This is an optimization exercise on Yosys and OpenROAD, whose aim is small area, a short achievable clock period and few clock cycles, not a production implementation.
Function not checked in this run: the RTL went through the layout flow alone.
No activity file was given, so power comes from the tool's default toggle rates.

==> flow/design.v <==
module SME(
  input clk,
  input reset,
  input [7:0] chardata,
  input isstring,
  input ispattern,
  output valid,
  output match,
  output [4:0] match_index
  );
  reg         s_prev, p_prev;  
  reg [255:0] ring;            
  reg [4:0]   z;               
  reg [4:0]   lo;              
  reg [4:0]   hi;              
  reg [31:0]  fa, fb;
  reg         valid_r, match_r;
  reg [4:0]   idx_r;
  wire [255:0] next_ring = {ring[247:0], isstring ? chardata : ring[255:248]};
  wire [4:0] hi_first = z + 5'd1;
  wire [31:0] fa_n, fb_n;
  genvar q;
  generate
    for (q = 0; q < 32; q = q + 1) begin : g_slot
      wire eq = (next_ring[8*q +: 8] == chardata);
      wire in_a = (q <= hi_first);
      assign fa_n[q] = eq & (p_prev ? fa[q] : in_a);
      assign fb_n[q] = eq & (p_prev ? fb[q] : ~in_a);
    end
  endgenerate
  reg [4:0] top_a, top_b;
  integer i;
  always @(*) begin
    top_a = 5'd0;
    top_b = 5'd0;
    for (i = 0; i < 32; i = i + 1) begin
      if (fa[i]) top_a = i;
      if (fb[i]) top_b = i;
    end
  end
  wire any_a = |fa;
  wire any_b = |fb;
  wire wrap = (lo > hi);
  wire hit_a = any_a & (wrap | (top_a >= lo));
  wire hit_b = ~any_a & any_b & wrap & (top_b >= lo);
  wire [4:0] idx_a = hi - top_a;
  wire [4:0] idx_b = hi - top_b;
  wire s_first = isstring & ~s_prev;
  wire [4:0] z_n = s_first ? 5'd0 : z + 5'd1;
  always @(posedge clk) begin
    if (reset) begin
      s_prev <= 1'b0;
      p_prev <= 1'b0;
      valid_r <= 1'b0;
    end else begin
      s_prev <= isstring;
      p_prev <= ispattern;
      valid_r <= p_prev & ~ispattern;
    end
    ring <= next_ring;
    z <= z_n;
    if (s_first) lo <= 5'd0;
    else if (!isstring) lo <= lo + 5'd1;
    if (ispattern & ~p_prev) hi <= hi_first;
    fa <= fa_n;
    fb <= fb_n;
    match_r <= hit_a | hit_b;
    idx_r <= hit_a ? idx_a : hit_b ? idx_b : 5'd0;
  end
  assign valid = valid_r;
  assign match = match_r;
  assign match_index = idx_r;
endmodule
==> flow/flow/run.sh <==
#!/bin/bash
set -euo pipefail
bash standard.sh SETUP_SLACK_MARGIN=5.5 finish > standard_flow.log 2>&1
==> flow/standard.sh <==
#!/bin/bash
# synth_recipe.tcl (not shown) runs the flow's synth.tcl, then flattens the netlist and writes it again
# the make line also repeats each setting of config.mk as NAME=value (left out here)
make -C /OpenROAD-flow-scripts/flow DESIGN_CONFIG=/design/flow/config.mk WORK_HOME=/design/flow/orfs CLKGATE_MAP_FILE= SYNTH_SCRIPT=/design/flow/synth_recipe.tcl "${@:-finish}"
==> flow/config.mk <==
export PLATFORM = sky130hd
export DESIGN_NAME = SME
export DESIGN_NICKNAME = SME
export VERILOG_FILES = /design/flow/design.v
export SDC_FILE = /design/flow/constraint.sdc
export NUM_CORES = 4
export LEC_CHECK = 0
export CAP_MARGIN = 20
export CORE_MARGIN = 2
export CORE_UTILIZATION = 40
export CTS_BUF_LIST = sky130_fd_sc_hd__clkbuf_4
export SLEW_MARGIN = 20
==> flow/constraint.sdc <==
create_clock -name core_clock -period 8.0 [get_ports {clk}]
set_input_delay 1.6000 -clock core_clock [delete_from_list [all_inputs] [get_ports {clk}]]
set_output_delay 1.6000 -clock core_clock [all_outputs]
set_load 0.01 [all_outputs]
==> out/metrics.yaml <==
timing:
  setup_ws_ps: 5255
  finalCriticalPeriod_ps: 2745
  max_freq_mhz: 364.3
  min_period_over_period_pct: 34.31
  report.final.setup_viol: 0
  clock_skew_ps: 74.26
  rsz0062_at_grt: "true"
  relSlewSlack_pct: 43.14
  fin_tns_setup_ps: 0
  hold_viol: 0
  hold_slack_ps: 333.2
  tightest_slew_ps: 852.9
  slew_violations: 0
floorplan:
  core_area_sq_um: 31470
  ioPinCount: 19
  start_util_pct: 40.42
  die_w_um: 182.3
  rows: 65
  fp.dieH_um: 182.3
  dieArea_sq_um: 33240
synth:
  yosysTopAreaCell: "dfxtp_1"
  synth_common_cells: "dfxtp_1, xor2_1, nor4_1"
  synthTopCellsByArea: "dfxtp_1, xor2_1, nor4_1, ha_1, nand2_1"
  synth_cell_types: 45
  syn_area_per_cell_sq_um: 10.73
  syn_inst: 1185
  ys_seq_area_share_pct: 54.53
  ys_ff_latch: 344
  syn_nets: 1227
  synthFlopType: "dfxtp_1"
  yosysMostFrequentCell: "dfxtp_1"
  synth_edf_count: 5
  syn-cell-area_sq_um: 12720
  ys_warn_count: 1
  synth-async-reset-ratio_pct: 0
  synth_top_area_share_pct: 53.35
layout:
  nNetsFinal: 1292
  multi_input_area_sq_um: 5731
  syn_to_final_growth_pct: 15.04
  seq_area_sq_um: 6949
  num-fill-cells: 2967
  drive_above_1_share_pct: 16.98
clock_network:
  cts_buffer_depth: 3
  clk_latency_ps: 730
  cts_sinks: 344
  root_buffer: "clkbuf_4"
  cts_buffers: 87
  cts_tree: "done"
  holdBufCountCts: 0
  clk_pin_slew_worst_paths_ps: 60
  htreeDepth: 3
drt:
  avgRoutedWirePerCell_um: 16.67
  totalWireLength_um: 28610
  antenna_left: 0
  drc_errors: 0
  firstDrtPassIters: 4
  vias: 8470
  drtIter0Drc: 334
  routed_via_density: 4.936
run_status:
  outcome: "finished clean"
global_routing:
  grt_pass1_wl_um: 45070
  antenna_found_initial: 1
  grt_usage_pct: 17.39
  grt_max_degree: 74
  grt_pass1_vias: 8572
  grt_remaining_overflow: 0
power_and_ir_drop:
  p_per_area_nw_per_um2: 253.1
  leakagePower_uw: 0.006118
  pwr-share-seq_pct: 51.5
  swShare_pct: 27.05
  clkPwrFrac_pct: 38.0
  vdd_drop_max_mv: 0.1577
  pwr-share-comb_pct: 10.6
  switchingPower_uw: 1002
  p_int_uw: 2702
flow_run:
  drv_cap: 0
critical_path:
  crit_type: "flop to flop"
  crit_arrival_ps: 3300
  worstPathMaxFanout: 4
  rrSetupSlack_ps: 5260
  cp-end-kind: "flop"
  cp.required_ps: 8560
  max_stage_delay_ps: 400
  critPathLaunchType: "flop"
  path_cells: "or3_4 > a221oi_4 > o21ai_4 > a21oi_2 > ha_2 > inv_1 > fa_2 > a21o_1 > a21oi_2 > xnor2_1 > xnor2_1 > o22ai_1"
  cpMaxStageDelayCell: "or3_4"
placement:
  port_buffers: 18
  post-place-ws_ps: 4402
  place_congestion: 0.8557
  dp_hpwl_um: 19100
hold_path:
  hp-class: "flop to flop"
[registers in the layout (all words and copies together) (netlist names)]
register	cells
ring	256
fa	32
fb	32
hi	5
idx_r	5
lo	5
z	5
match_r	1
p_prev	1
s_prev	1
valid_r	1
[per-layer routing]
layer / wire length [um] / global-route usage (%) / up-vias
li1: - / - / 4210
met1: 13680 / 22.68 / 4034
met2: 13090 / 27.60 / 165
met3: 990 / 4.171 / 61
met4: 857 / 7.419 / 0
met5: 0 / 0 / -
[worst max-delay path, delay by kind of cell (launching register included)]
family,cells,cell delay (ps)
fa+ha+maj,2,520
flops,1,370
xor+xnor,2,290
simple gates,1,400
buf+inv,1,50
compound gates,6,940
[cell usage in the layout (no fill, tap or decap), types with 7 or more instances in the layout]
cell type / n
nor2b_1: 19
inv_1: 47
nor4_1: 68
clkbuf_4: 124
o31ai_1: 7
mux2_2: 8
nand3_1: 18
a221oi_1: 18
a22oi_1: 17
nor3_1: 11
a21o_1: 8
a21oi_1: 29
dfxtp_1: 331
xnor2_1: 8
dfxtp_2: 7
buf_4: 8
clkinv_1: 24
nand2_1: 64
nor2_1: 56
xor2_1: 259
buf_2: 7
ha_1: 25
buf_6: 8
o21ai_0: 25
nor3b_1: 9
[per-stage QoR]
step	total power (uW)	area, sq um	util [%]	instances
2_1_floorplan	2216	13070	-	1185
3_3_place_gp	2301	13160	41.80	1557
3_5_place_dp	2305	13160	41.80	1557
4_1_cts	3733	14490	46.04	1713
5_1_grt	3896	14630	46.50	1716
6_report	3704	14630	46.50	1716
[final timing paths]
check / cells past startpoint / start / endpoint
min reg2reg: 0 / ring[24]$_DFF_P_ / ring[32]$_DFF_P_
max: 12 / fb[12]$_DFF_P_ / idx_r[4]$_DFF_P_
min: 0 / ring[24]$_DFF_P_ / ring[32]$_DFF_P_
max reg2reg: 12 / fb[12]$_DFF_P_ / idx_r[4]$_DFF_P_
[what timing repair did]
item,in CTS,in global routing
setup endpoints to repair,79,46
gates cloned,0,0
pin swaps,23,10
gates resized for setup,99,22
buffers inserted,4,2
[power by group through the flow]
stage / combinational, uW / clock (uW) / sequential [uW]
after global routing: 431 / 1550 / 1920
after CTS: 376 / 1450 / 1910
after global placement: 358 / 0 / 1940
after detailed placement: 363 / 0 / 1940
after floorplan: 296 / 0 / 1920
final: 391 / 1410 / 1910
[layout make-up]
cell class / instances / share of cell area [%]
antenna: 1 / 0.01710
timing repair buffer: 26 / 1.462
clock buffer: 124 / 6.361
sequential: 344 / 47.49
clock inverter: 28 / 0.7951
tap: 402 / 3.437
multi-input combinational: 742 / 39.16
inverter: 49 / 1.282
[kinds of logic (layout without fill, tap and decap cells)]
kind of cell               after synthesis  count (layout)  share of synthesized area, %
other                                    0               1                             0
xor gates and xnor gates               270             270                         18.59
muxes                                    8               8                        0.7082
buffers and inverters                   99             227                         3.216
DFF                                    344             344                         54.53
AOI/OAI and AO/OA                      152             152                         7.918
and+or+nand+nor                        282             282                         11.97
adders and majority gates               30              30                         3.069

==> re-timing with driven ports <==
Ports are ideal in the flow. The routed layout listed here was re-timed in OpenROAD. Step 1: set_driving_cell puts a clkbuf_16 on clk and a buf_2 on each other input, an assumption about the parent block. Step 2 adds t to the input delays and takes it off the output delays; t is the mean of the earliest and latest rising clock arrival at the registers after step 1. Input paths then give back, and output paths get back, about the clock's delay inside the block. a / b / c = no drivers / after step 1 / after step 2; a / b = the first two.
t (ns): 0.734
setup WS [ns]: 5.255 / 5.247 / 4.899
latest minus earliest clock arrival (ns): 0.074 / 0.075
slew at the worst register clock pin (ns): 0.07 / 0.07
cell pins on the clock port's net: 1
After both steps this run still meets setup and hold. The setup slack of this run moves by -0.008 ns with the drivers and by -0.356 ns with both steps.
